Context: an optimization exercise on an open-source flow, tuned for small area and a short achievable clock period. The choices shown serve that exercise and are no tape-out recipe. Function was checked by simulation only, so behaviour that the tests miss may differ from the original. Power and IR drop assume default switching activity.

==> flow/design.v (excerpt) <==
module add_jump_cpu (
    input               clk,
    input               rst,
    input        [15:0] value,
    input        [1:0]  dest,
    input        [1:0]  src,
    input               add,
    input               jump,
    input               prog,
    input               advance,
    output   [3:0]  pc,
    output   [15:0] o_b,
    output   [15:0] o_r0,
    output   [15:0] o_r1,
    output   [15:0] o_r2,
    output   [15:0] o_r3,
    output   [31:0] w2_dbg,
    output          asm_store_clk_dbg
);
For scale: about 1200 cells after synthesis, ~18000 µm² of cells after synthesis.
==> flow/config.mk <==
export PLATFORM = sky130hd
export DESIGN_NAME = add_jump_cpu
export DESIGN_NICKNAME = add_jump_cpu
export VERILOG_FILES = /design/flow/design.v
export SDC_FILE = /design/flow/constraint.sdc
export NUM_CORES = 4
export LEC_CHECK = 0
export CAP_MARGIN = 20
export CORE_MARGIN = 2
export CORE_UTILIZATION = 70
export SETUP_SLACK_MARGIN = 2.3
export SLEW_MARGIN = 20
export SYNTH_HIERARCHICAL = 1
==> flow/constraint.sdc <==
create_clock -name core_clock -period 5.5 [get_ports {clk}]
set_input_delay 1.1000 -clock core_clock [delete_from_list [all_inputs] [get_ports {clk}]]
set_output_delay 1.1000 -clock core_clock [all_outputs]
set_load 0.01 [all_outputs]
standard.sh (not shown) runs the stock make flow with config.mk's settings and CLKGATE_MAP_FILE= SYNTH_SCRIPT=/design/flow/synth_recipe.tcl, a recipe that flattens the netlist after the stock synthesis.
==> flow/flow/run.sh <==
#!/bin/bash
# Standard ORFS layout with three changes: ports are buffered with a plain
# buf_2 instead of the delay cell buffer_ports picks; adders are left as plain
# gates for ABC (no half/full adder cell extraction), so ABC can build a fast
# carry tree; and the clock tree uses clkbuf_8 leaves over larger clusters,
# without dummy loads.
set -euo pipefail
bash standard.sh finish \
    "BUFFER_PORTS_ARGS=-buffer_cell sky130_fd_sc_hd__buf_2" \
    ADDER_MAP_FILE= \
    "CTS_ARGS=-sink_clustering_enable -repair_clock_nets -dont_use_dummy_load -buf_list sky130_fd_sc_hd__clkbuf_8 -sink_clustering_size 16 -sink_clustering_max_diameter 60" \
    > standard_flow.log 2>&1
Change:
Settings changed: CORE_UTILIZATION 70 to 60.
Effect:
- clock-buffer cell count came out higher by 3
- setup slack loses 0.0039 ns
- sequential power stays flat
- worst hold slack gains 0.0038 ns
- cell count came out higher by 3.9%
- critical path depth came out higher by 1
- synthesized cell count does not change
Change:
Settings changed: SETUP_SLACK_MARGIN 2.3 to 2.6.
Outcome:
- design area is higher by 9.7%
- synthesized area does not change
- synthesized cell count stays the same
- total power went up by 5.1%
- global-route usage increases by 3.7 points
- hold slack stays flat
- wire length goes up by 12%
- setup slack degrades by 0.046 ns
Change:
Settings changed: SETUP_SLACK_MARGIN 2.6 to 2.0.
Via count goes down by 8.9%.
Cell area drops by 11%.
Fmax drops by 3.9%.
Register-to-register slack degrades by 0.27 ns.
Global-route usage fell by 4.2 points.
Synthesized area does not change.
Cell count goes down by 5.6%.
Change:
--- a/flow/flow/run.sh
+++ b/flow/flow/run.sh
@@ -10 +10 @@
-    ADDER_MAP_FILE= \
+    ADDER_MAP_FILE= MATCH_CELL_FOOTPRINT=0 \
Settings changed: SETUP_SLACK_MARGIN 2.0 to 2.3.
Outcome: Core utilization goes up by 0.43 points. Routed wire length increases by 0.86%. Sequential cell count does not change. Design area goes up by 0.63%. Total power hardly moves. Final cell count is about the same.

========
Another version of the RTL of add_jump_cpu (not shown whole).
Size: ~430 flip-flops, about 140 I/O pins.
Settings: LEC_CHECK=0, CAP_MARGIN=20, CORE_MARGIN=2, CORE_UTILIZATION=60, SETUP_SLACK_MARGIN=2.3, SLEW_MARGIN=20; clock period 5.5 ns.
==> flow/flow/run.sh <==
#!/bin/bash
# Standard ORFS layout with three changes: ports are buffered with a plain
# buf_2 instead of the delay cell buffer_ports picks; adders are left as plain
# gates for ABC (no half/full adder cell extraction), so ABC can build a fast
# carry tree; and the clock tree uses clkbuf_8 leaves over larger clusters,
# without dummy loads.
set -euo pipefail
bash standard.sh finish \
    "BUFFER_PORTS_ARGS=-buffer_cell sky130_fd_sc_hd__buf_2" \
    ADDER_MAP_FILE= \
    "CTS_ARGS=-sink_clustering_enable -repair_clock_nets -dont_use_dummy_load -buf_list sky130_fd_sc_hd__clkbuf_8 -sink_clustering_size 16 -sink_clustering_max_diameter 60" \
    > standard_flow.log 2>&1
Rerun with:
--- a/flow/config.mk
+++ b/flow/config.mk
@@ -10,3 +10,3 @@
 export CORE_UTILIZATION = 60
-export SETUP_SLACK_MARGIN = 2.3
+export SETUP_SLACK_MARGIN = 2.0
 export SLEW_MARGIN = 20
=>
- clock power stays flat
- global-route usage went down by 3.4 points
- final cell count went down by about 3.5%
- wire length went down by about 11%
- core utilization decreases by 6.3 points
- maximum frequency went down by 1.4%
- register-to-register slack gets worse by 60 ps

-- static timing again, ports no longer ideal --
How much do the figures lean on ideal ports? The routed layouts below were timed once more, with nothing changed but the port constraints. Step 1, drivers: a clkbuf_16 drives clk and a buf_2 each remaining input, both assumed. Step 2 moves the port delays by t, midway between the first and last clock arrival at a register: inputs arrive t later, outputs are due t later. That takes back most of the time a late clock gives input paths. a / b / c = ideal ports / drivers / drivers and shift; a / b = the first two.
run	t, ns	slack for setup (ns)	worst data-port slew with drivers (ns)
the first run of note 1	0.642	2.261 / 2.140 / 1.560	0.12
the second run of note 1	0.593	2.257 / 2.140 / 1.663	0.16
the third run of note 1	0.579	2.210 / 2.154 / 1.575	0.13
the fourth run of note 1	0.585	2.077 / 2.013 / 1.480	0.07
the fifth run of note 1	0.590	2.225 / 2.099 / 1.698	0.15
the first run of note 2	0.591	1.959 / 1.748 / 1.205	0.27
the second run of note 2	0.599	1.908 / 1.850 / 1.250	0.12
After both steps every run listed still meets setup and hold. For the first run of note 2, which loses most, drivers alone change the setup slack by -0.211 ns; drivers and shift together by -0.754 ns.
